From an optimization exercise on the open Yosys and OpenROAD flow, aimed at small area; shortcuts taken in it are not production practice.
In this exercise RTL edits were held to simulation tests only and were not proved equivalent to the original.
Power figures rest on the tool's default switching activity, not on a simulated workload. The flow treats the clock pin as an ideal source, which a real chip does not have.

garnet:
==> flow/design.v <==
`timescale 1ns / 1ps
module LineBuffer
               #(parameter LINE_W = 64)  
               (input clk,
               input [7:0] input_data,
               input shift,
               output [7:0] tap1,           
               output [7:0] tap_r,          
               output [7:0] tap_c,          
               output [7:0] tap_l,          
               output [7:0] tap_w,          
               output [7:0] tap_t);         
localparam N = 2*LINE_W;
reg [8*N-1:0] chain;
always @(posedge clk)
  if (shift)
    chain <= {chain[8*N-9:0], input_data};
assign tap1  = chain[8*1-1 -: 8];
assign tap_r = chain[8*(LINE_W-1)-1 -: 8];
assign tap_c = chain[8*LINE_W-1 -: 8];
assign tap_l = chain[8*(LINE_W+1)-1 -: 8];
assign tap_w = chain[8*(N-1)-1 -: 8];
assign tap_t = chain[8*N-1 -: 8];
endmodule
`timescale 1ns / 1ps
module MulAcc
               (input [7:0] c,  
               input [7:0] l,   
               input [7:0] r,   
               input [7:0] t,   
               input [7:0] b,   
               output [7:0] pixel_odata);
wire w1 = l[0] ^ r[0];
wire w2 = l[0] & r[0];
wire w3 = l[1] ^ r[1] ^ t[1];
wire w4 = (l[1] & (r[1] | t[1])) | (r[1] & t[1]);
wire w5 = l[2] ^ r[2] ^ t[2];
wire w6 = (l[2] & (r[2] | t[2])) | (r[2] & t[2]);
wire w7 = l[3] ^ r[3] ^ t[3];
wire w8 = (l[3] & (r[3] | t[3])) | (r[3] & t[3]);
wire w9 = l[4] ^ r[4] ^ t[4];
wire w10 = (l[4] & (r[4] | t[4])) | (r[4] & t[4]);
wire w11 = l[5] ^ r[5] ^ t[5];
wire w12 = (l[5] & (r[5] | t[5])) | (r[5] & t[5]);
wire w13 = l[6] ^ r[6] ^ t[6];
wire w14 = (l[6] & (r[6] | t[6])) | (r[6] & t[6]);
wire w15 = l[7] ^ r[7] ^ t[7];
wire w16 = (l[7] & (r[7] | t[7])) | (r[7] & t[7]);
wire w17 = t[0] ^ b[0];
wire w18 = t[0] & b[0];
wire w19 = b[1] ^ w2 ^ w3;
wire w20 = (b[1] & (w2 | w3)) | (w2 & w3);
wire w21 = b[2] ^ w4 ^ w5;
wire w22 = (b[2] & (w4 | w5)) | (w4 & w5);
wire w23 = b[3] ^ w6 ^ w7;
wire w24 = (b[3] & (w6 | w7)) | (w6 & w7);
wire w25 = b[4] ^ w8 ^ w9;
wire w26 = (b[4] & (w8 | w9)) | (w8 & w9);
wire w27 = b[5] ^ w10 ^ w11;
wire w28 = (b[5] & (w10 | w11)) | (w10 & w11);
wire w29 = b[6] ^ w12 ^ w13;
wire w30 = (b[6] & (w12 | w13)) | (w12 & w13);
wire w31 = b[7] ^ w14 ^ w15;
wire w32 = (b[7] & (w14 | w15)) | (w14 & w15);
wire w33 = w1 ^ w17;
wire w34 = w1 & w17;
wire w35 = w18 ^ w19 ^ w34;
wire w36 = (w18 & (w19 | w34)) | (w19 & w34);
wire w37 = w20 ^ w21 ^ w36;
wire w38 = (w20 & (w21 | w36)) | (w21 & w36);
wire w39 = w22 ^ w23 ^ w38;
wire w40 = (w22 & (w23 | w38)) | (w23 & w38);
wire w41 = w24 ^ w25 ^ w40;
wire w42 = (w24 & (w25 | w40)) | (w25 & w40);
wire w43 = w26 ^ w27 ^ w42;
wire w44 = (w26 & (w27 | w42)) | (w27 & w42);
wire w45 = w28 ^ w29 ^ w44;
wire w46 = (w28 & (w29 | w44)) | (w29 & w44);
wire w47 = w30 ^ w31 ^ w46;
wire w48 = (w30 & (w31 | w46)) | (w31 & w46);
wire w49 = w16 ^ w32 ^ w48;
wire w50 = (w16 & (w32 | w48)) | (w32 & w48);
wire w51 = c[0] ^ c[2];
wire w52 = c[0] & c[2];
wire w53 = c[1] ^ c[3] ^ w52;
wire w54 = (c[1] & (c[3] | w52)) | (c[3] & w52);
wire w55 = c[2] ^ c[4] ^ w54;
wire w56 = (c[2] & (c[4] | w54)) | (c[4] & w54);
wire w57 = c[3] ^ c[5] ^ w56;
wire w58 = (c[3] & (c[5] | w56)) | (c[5] & w56);
wire w59 = c[4] ^ c[6] ^ w58;
wire w60 = (c[4] & (c[6] | w58)) | (c[6] & w58);
wire w61 = c[5] ^ c[7] ^ w60;
wire w62 = (c[5] & (c[7] | w60)) | (c[7] & w60);
wire w63 = c[6] ^ w62;
wire w64 = c[6] & w62;
wire w65 = c[7] ^ w64;
wire w66 = c[7] & w64;
wire w67 = w33 ^ ~c[0];
wire w68 = w33 & ~c[0];
wire w69 = w35 ^ ~c[1] ^ w68;
wire w70 = (w35 & (~c[1] | w68)) | (~c[1] & w68);
wire w71 = w37 ^ ~w51 ^ w70;
wire w72 = (w37 & (~w51 | w70)) | (~w51 & w70);
wire w73 = w39 ^ ~w53 ^ w72;
wire w74 = (w39 & (~w53 | w72)) | (~w53 & w72);
wire w75 = w41 ^ ~w55 ^ w74;
wire w76 = (w41 & (~w55 | w74)) | (~w55 & w74);
wire w77 = w43 ^ ~w57 ^ w76;
wire w78 = (w43 & (~w57 | w76)) | (~w57 & w76);
wire w79 = w45 ^ ~w59 ^ w78;
wire w80 = (w45 & (~w59 | w78)) | (~w59 & w78);
wire w81 = w47 ^ ~w61 ^ w80;
wire w82 = (w47 & (~w61 | w80)) | (~w61 & w80);
wire w83 = w49 ^ ~w63 ^ w82;
wire w84 = (w49 & (~w63 | w82)) | (~w63 & w82);
wire w85 = w50 ^ ~w65 ^ w84;
wire w86 = (w50 & (~w65 | w84)) | (~w65 & w84);
wire w87 = ~w66 ^ w86;
wire w88 = ~w66 & w86;
wire w89 = 1'b1 ^ w88;
wire w90 = 1'b1 & w88;
wire [7:0] u = {w81, w79, w77, w75, w73, w71, w69, w67};  
wire pos = w89;  
wire [7:0] ones;
assign ones[0] = 1'b1;
genvar i;
generate for (i = 1; i < 8; i = i + 1) begin : g_abs
  assign ones[i] = ones[i-1] & u[i-1];
end endgenerate
assign pixel_odata = u ^ ({8{pos}} | ones);
endmodule
`timescale 1ns / 1ps
module CntrLogic
                ( input clk,
                input reset,  
                input is_valid_input,
                output col_first,  
                output col_last,   
                output rows_ok     
);
reg [5:0] col;
reg [1:0] rows;
wire fb = col[5] ^ col[4] ^ (col[4:0] == 5'd0);
assign col_first = (col == 6'b000000);
assign col_last  = (col == 6'b100000);
assign rows_ok   = rows[1];
always @(posedge clk) begin
  if (reset) begin
    col <= 0;
    rows <= 0;
  end else if (is_valid_input) begin
    col <= {col[4:0], fb};
    if (col_last && !rows[1])
      rows <= rows + 1'b1;
  end
end
endmodule
`timescale 1ns / 1ps
module TopModule(
input axis_clk,
input axis_resetn,
input i_datavalid,
input [7:0] idata,
output s_axis_ready,
output o_datavalid,
output [7:0] odata,
input m_axis_ready,  
output intr
    );
localparam LINE_W = 64;
wire reset = !axis_resetn;
wire col_first, col_last, rows_ok;
wire [7:0] tap1, tap_r, tap_c, tap_l, tap_w, tap_t;
wire [7:0] result;
reg [7:0] odata_r;
reg       ovalid_r;
reg [7:0] last_px;   
reg       last_due;  
assign s_axis_ready = 1'b1;
assign o_datavalid = ovalid_r;
assign odata = odata_r;
assign intr = last_due;
CntrLogic ctrl (
  .clk(axis_clk), .reset(reset), .is_valid_input(i_datavalid),
  .col_first(col_first), .col_last(col_last), .rows_ok(rows_ok));
LineBuffer #(.LINE_W(LINE_W)) lines (
  .clk(axis_clk), .input_data(idata), .shift(i_datavalid),
  .tap1(tap1), .tap_r(tap_r), .tap_c(tap_c), .tap_l(tap_l),
  .tap_w(tap_w), .tap_t(tap_t));
MulAcc mac (
  .c(tap_c),
  .l(col_first ? tap1 : tap_l),
  .r(col_last ? tap_w : tap_r),
  .t(tap_t),
  .b(idata),
  .pixel_odata(result));
wire take = i_datavalid & rows_ok;
always @(posedge axis_clk) begin
  if (reset) begin
    ovalid_r <= 1'b0;
    last_due <= 1'b0;
  end else begin
    ovalid_r <= last_due | (take & !col_first);
    last_due <= take & col_last;
  end
end
always @(posedge axis_clk) begin
  if (take & col_first)
    last_px <= result;
  if (last_due)
    odata_r <= last_px;
  else
    odata_r <= result;
end
endmodule
clock: 10.0 ns
lec_check: 0
cap_margin: 5
core_margin: 2
core_utilization: 65
place_density: 0.8
slew_margin: 5
standard.sh (not shown) runs the stock make flow with config.mk's settings and CLKGATE_MAP_FILE= SYNTH_SCRIPT=/design/flow/synth_recipe.tcl, a recipe that flattens the netlist after the stock synthesis.
==> flow/flow/run.sh <==
#!/bin/bash
# Standard ORFS layout with two changes: the clock tree uses clkbuf_16 only,
# with sink clusters of up to 34 flip-flops and no dummy loads, and the
# port buffers are buf_1.
set -euo pipefail
export CTS_ARGS="-sink_clustering_enable -repair_clock_nets -sink_clustering_size 35 -sink_clustering_max_diameter 100 -dont_use_dummy_load -buf_list sky130_fd_sc_hd__clkbuf_16"
export BUFFER_PORTS_ARGS="-buffer_cell sky130_fd_sc_hd__buf_1"
bash standard.sh > standard.log 2>&1
The following lists how sierra was set up differently from garnet:
==> flow/flow/run.sh <==
#!/bin/bash
# Standard ORFS layout with two changes: the clock tree uses clkbuf_8 only,
# with sink clusters of up to 19 flip-flops and no dummy loads, and the
# port buffers are buf_1.
set -euo pipefail
export CTS_ARGS="-sink_clustering_enable -repair_clock_nets -sink_clustering_size 19 -sink_clustering_max_diameter 100 -dont_use_dummy_load -buf_list sky130_fd_sc_hd__clkbuf_8"
export BUFFER_PORTS_ARGS="-buffer_cell sky130_fd_sc_hd__buf_1"
bash standard.sh > standard.log 2>&1
Notes after the runs:
Any difference in upper clock frequency limit between sierra and garnet is small enough to ignore.
Routing usage on met3 came out higher on sierra than on garnet.
Cmp garnet and sierra / total power / lower: sierra
Higher switching power as a share of total power goes to sierra over garnet.
Input changes introduced in onyx (baseline for comparison: sierra):
==> flow/flow/run.sh <==
#!/bin/bash
# Standard ORFS layout with two changes: the clock tree uses clkbuf_16 only,
# with sink clusters of up to 34 flip-flops and no dummy loads, and the
# port buffers are buf_1.
set -euo pipefail
export CTS_ARGS="-sink_clustering_enable -repair_clock_nets -sink_clustering_size 34 -sink_clustering_max_diameter 100 -dont_use_dummy_load -buf_list sky130_fd_sc_hd__clkbuf_16"
export BUFFER_PORTS_ARGS="-buffer_cell sky130_fd_sc_hd__buf_1"
bash standard.sh > standard.log 2>&1
## What came out
Changes observed in onyx relative to sierra: clock skew went down by 0.022 ns, global-route usage has increased, cell area now sits at about the same level, worst setup slack now sits lower, share of the clock period used by the worst path climbed 0.18 points.
The inputs of lagoon differ from those of onyx as listed below.
# onyx
export LEC_CHECK = 0
export CAP_MARGIN = 5
export CORE_MARGIN = 2
export CORE_UTILIZATION = 65
export PLACE_DENSITY = 0.8
export SLEW_MARGIN = 5
create_clock -name core_clock -period 10.0 [get_ports {axis_clk}]
# lagoon
export LEC_CHECK = 0
export CAP_MARGIN = 20
export CORE_MARGIN = 2
export CORE_UTILIZATION = 80
export PLACE_DENSITY = 0.92
export SLEW_MARGIN = 20
create_clock -name core_clock -period 10.0 [get_ports {axis_clk}]
==> flow/flow/run.sh <==
#!/bin/bash
# Standard ORFS layout with two changes: the clock tree uses clkbuf_16 only,
# with sink clusters of up to 32 flip-flops and no dummy loads, and the
# port buffers are buf_1.
set -euo pipefail
export CTS_ARGS="-sink_clustering_enable -repair_clock_nets -sink_clustering_size 36 -sink_clustering_max_diameter 100 -dont_use_dummy_load -buf_list sky130_fd_sc_hd__clkbuf_16"
export BUFFER_PORTS_ARGS="-buffer_cell sky130_fd_sc_hd__buf_1"
bash standard.sh > standard.log 2>&1
[summary]
What ended lagoon was a tool error in clock tree synthesis; the run never finished. Half-perimeter wire length after detailed placement (lower): onyx. Taking lagoon as 1.0, onyx lands at 1.11 on die extent in y. Number of CTS-inserted buffers of lagoon falls short of that of onyx by a few percent. Die span in x (lagoon over onyx): decrease, 9.7%. lagoon vs. onyx: worst setup timing slack at the placement stage went down by 0.41 ns. onyx → lagoon: initial core utilization saw an increase; final weighted congestion of routability-driven global placement picked up an extra about 10%; placed instance area dropped about 0.5%; post-placement cell count now smaller.

========
// TopModule: RTL as listed in full above, without the edits since
clock: 10.0 ns
lec_check: 0
cap_margin: 20
core_margin: 2
core_utilization: 65
place_density: 0.8
slew_margin: 20
==> flow/flow/run.sh <==
#!/bin/bash
# Standard ORFS layout with two changes: the clock tree uses clkbuf_16 only,
# with sink clusters of up to 34 flip-flops and no dummy loads, and the
# port buffers are buf_1.
set -euo pipefail
export CTS_ARGS="-sink_clustering_enable -repair_clock_nets -sink_clustering_size 34 -sink_clustering_max_diameter 100 -dont_use_dummy_load -buf_list sky130_fd_sc_hd__clkbuf_16"
export BUFFER_PORTS_ARGS="-buffer_cell sky130_fd_sc_hd__buf_1"
bash standard.sh > standard.log 2>&1
The first run completed with no timing, DRC or antenna violations.
==> next run, changes <==
==> flow/flow/run.sh (replaced) <==
#!/bin/bash
# Standard ORFS layout with two changes: the clock tree uses clkbuf_8 only,
# with sink clusters of up to 19 flip-flops and no dummy loads, and the
# port buffers are buf_1.
set -euo pipefail
export CTS_ARGS="-sink_clustering_enable -repair_clock_nets -sink_clustering_size 19 -sink_clustering_max_diameter 100 -dont_use_dummy_load -buf_list {sky130_fd_sc_hd__clkbuf_8 sky130_fd_sc_hd__clkbuf_16}"
export BUFFER_PORTS_ARGS="-buffer_cell sky130_fd_sc_hd__buf_1"
bash standard.sh > standard.log 2>&1
Settings changed: CAP_MARGIN 20 to 5, SLEW_MARGIN 20 to 5.
What happened:
- global-route usage went up by 0.73 points
- die area stays the same
- synthesized area stays the same
- final area grows slightly
- critical path depth stays the same
==> next run, changes <==
==> flow/flow/run.sh (replaced) <==
#!/bin/bash
# Standard ORFS layout with two changes: the clock tree uses clkbuf_16 only,
# with sink clusters of up to 32 flip-flops and no dummy loads, and the
# port buffers are buf_1.
set -euo pipefail
export CTS_ARGS="-sink_clustering_enable -repair_clock_nets -sink_clustering_size 40 -sink_clustering_max_diameter 100 -dont_use_dummy_load -buf_list sky130_fd_sc_hd__clkbuf_16"
export BUFFER_PORTS_ARGS="-buffer_cell sky130_fd_sc_hd__buf_1"
bash standard.sh > standard.log 2>&1
Settings changed: CAP_MARGIN 5 to 20, CORE_UTILIZATION 65 to 80, PLACE_DENSITY 0.8 to 0.92, SLEW_MARGIN 5 to 20.
Now the flow did not get past 4_1_cts, error DPL-0033.
Synthesized cell count stays the same.
Area after synthesis stays the same.

========
## run A
Starts from the design.v that is shown in full above.
clock: 10.0 ns
lec_check: 0
cap_margin: 20
core_margin: 2
core_utilization: 65
place_density: 0.8
slew_margin: 20
==> flow/flow/run.sh <==
#!/bin/bash
# Standard ORFS layout with two changes: the clock tree uses clkbuf_16 only,
# with sink clusters of up to 32 flip-flops and no dummy loads, and the
# port buffers are buf_1.
set -euo pipefail
export CTS_ARGS="-sink_clustering_enable -repair_clock_nets -sink_clustering_size 32 -sink_clustering_max_diameter 100 -dont_use_dummy_load -buf_list sky130_fd_sc_hd__clkbuf_16"
export BUFFER_PORTS_ARGS="-buffer_cell sky130_fd_sc_hd__buf_1"
bash standard.sh > standard.log 2>&1
Run A | status: complete | timing, DRC, antenna: pass
The inputs of run B differ from those of run A as listed below.
Settings: SLEW_MARGIN: 20 -> 5; CAP_MARGIN: 20 -> 5.
==> flow/flow/run.sh <==
#!/bin/bash
# Standard ORFS layout with two changes: the clock tree uses clkbuf_16 only,
# with sink clusters of up to 34 flip-flops and no dummy loads, and the
# port buffers are buf_1.
set -euo pipefail
export CTS_ARGS="-sink_clustering_enable -repair_clock_nets -sink_clustering_size 19 -sink_clustering_max_diameter 100 -dont_use_dummy_load -buf_list sky130_fd_sc_hd__clkbuf_8"
export BUFFER_PORTS_ARGS="-buffer_cell sky130_fd_sc_hd__buf_1"
bash standard.sh > standard.log 2>&1
Findings:
Every stage of the flow completed for run B, and the final layout passed the timing, design-rule and antenna checks. Internal cell power: run B better than run A. Run A -> run B: share of total power in combinational logic flat. Compared with run A, in run B setup slack of the critical path after layout -0.011 ns, final wirelength decreased by 4.7% relative to the old numbers, post-layout instance area saw a decrease.
### run B -> run C
==> flow/flow/run.sh <==
#!/bin/bash
# Standard ORFS layout with two changes: the clock tree uses clkbuf_16 only,
# with sink clusters of up to 34 flip-flops and no dummy loads, and the
# port buffers are buf_1.
set -euo pipefail
export CTS_ARGS="-sink_clustering_enable -repair_clock_nets -sink_clustering_size 17 -sink_clustering_max_diameter 100 -dont_use_dummy_load -buf_list sky130_fd_sc_hd__clkbuf_8"
export BUFFER_PORTS_ARGS="-buffer_cell sky130_fd_sc_hd__buf_1"
bash standard.sh > standard.log 2>&1
==> comparison <==
Clock group total power: run C worse than run B. Of run B and run C, the lower worst setup slack belongs to run B. Run C vs. run B: share of total power in combinational logic about even; total chip power moved up; slew at the pin with the worst max-slew slack lower. Against run B, routed wire length in run C rose slightly. Cell internal power dissipation: run B and run C compared, lower one is run B. Share of final layout cell area taken by non-clock buffers delta (run B -> run C): insignificant. Looking at relative contribution of the clock network to total power, run C sits 1.1 points higher than run B does. Compared to run B, run C has final critical delay including setup and external delays 0.0068 ns lower. Min detailed-route via count across run B and run C: run B.
--- input diff run C..run D ---
Settings: PLACE_DENSITY changed from 0.8 to 0.9.
==> flow/flow/run.sh <==
#!/bin/bash
# Standard ORFS layout with two changes: the clock tree uses clkbuf_8 only,
# with sink clusters of up to 19 flip-flops and no dummy loads, and the
# port buffers are buf_1.
set -euo pipefail
export CTS_ARGS="-sink_clustering_enable -repair_clock_nets -sink_clustering_size 19 -sink_clustering_max_diameter 100 -dont_use_dummy_load -buf_list sky130_fd_sc_hd__clkbuf_8"
export BUFFER_PORTS_ARGS="-buffer_cell sky130_fd_sc_hd__buf_1"
bash standard.sh > standard.log 2>&1
Findings:
Count of clock-buffer cells in the layout (higher): run C. Run D against run C: number of well taps did not really move, setup slack fell 0.31 ns. Run D ended up with fewer standard cells than run C. No run among run D and run C stopped early or left any final violation; all are clean. Fraction of standard cell area that is sequential, run D and run C: lower on run C. From run C to run D the numbers moved as follows: total power shows a reduction of about 0.34%, maximum clock frequency shows a reduction of 4.5%, clock network latency to the later pin of the worst-skew pair shows an increase of 0.02 ns.
#### Input delta (run E over run D)
Settings: PLACE_DENSITY changed from 0.9 to 0.8.
==> flow/flow/run.sh <==
#!/bin/bash
# Standard ORFS layout with two changes: the clock tree uses clkbuf_16 only,
# with sink clusters of up to 34 flip-flops and no dummy loads, and the
# port buffers are buf_1.
set -euo pipefail
export CTS_ARGS="-sink_clustering_enable -repair_clock_nets -sink_clustering_size 20 -sink_clustering_max_diameter 100 -dont_use_dummy_load -buf_list sky130_fd_sc_hd__clkbuf_8"
export BUFFER_PORTS_ARGS="-buffer_cell sky130_fd_sc_hd__buf_1"
bash standard.sh > standard.log 2>&1
Results
[compare] base=run D new=run E: clock buffer and inverter area fraction after layout held steady; final net count held steady; routed wire length shrank by 3.4 mm; number of clock buffers inserted by TritonCTS shrank by 3; via count shrank by about 2%. On post-cts repair resize count, run D and run E are basically level. Initial antenna violation count down 1 in run E wrt run D. Clock period minus final worst setup slack was higher in run D than in run E. [compare] base=run D new=run E: hold slack increased 0.0077 ns, synthesized area about even.

re-timing with driven ports:
In the flow no input, the clock included, has a driving cell. The finished layouts below were timed again as built, in two steps. Step 1 assumes that a clkbuf_16 drives the clock port and a buf_2 every other input. Step 2 moves the port delays by t, midway between the first and last clock arrival at a register: inputs arrive t later, outputs are due t later. That takes back most of the time a late clock gives input paths. a / b / c = ideal ports / drivers / drivers and shift; a / b = the first two.
| run | t (ns) | setup WS [ns] | hold WS [ns] | worst slew at a driven data input, ns |
|---|---|---|---|---|
| garnet | 0.633 | 3.463 / 3.463 / 3.217 | 0.418 / 0.418 / 0.418 | 0.08 |
| sierra | 0.714 | 3.457 / 3.457 / 3.243 | 0.358 / 0.358 / 0.358 | 0.08 |
| onyx | 0.646 | 3.440 / 3.440 / 3.236 | 0.403 / 0.403 / 0.403 | 0.08 |
| the first run of note 2 | 0.647 | 3.441 / 3.441 / 3.241 | 0.414 / 0.414 / 0.414 | 0.08 |
| the second run of note 2 | 0.655 | 3.478 / 3.478 / 3.191 | 0.378 / 0.378 / 0.378 | 0.08 |
| run A | 0.641 | 3.469 / 3.469 / 3.218 | 0.417 / 0.417 / 0.417 | 0.09 |
| run B | 0.714 | 3.457 / 3.457 / 3.243 | 0.358 / 0.358 / 0.358 | 0.08 |
| run C | 0.694 | 3.464 / 3.464 / 3.212 | 0.402 / 0.402 / 0.402 | 0.08 |
| run D | 0.721 | 3.157 / 3.157 / 2.935 | 0.377 / 0.377 / 0.377 | 0.09 |
| run E | 0.726 | 3.477 / 3.477 / 3.202 | 0.385 / 0.385 / 0.385 | 0.08 |
After both steps every run listed still meets setup and hold. For the second run of note 2, which loses most, drivers alone change the setup slack by 0.000 ns; drivers and shift together by -0.287 ns.
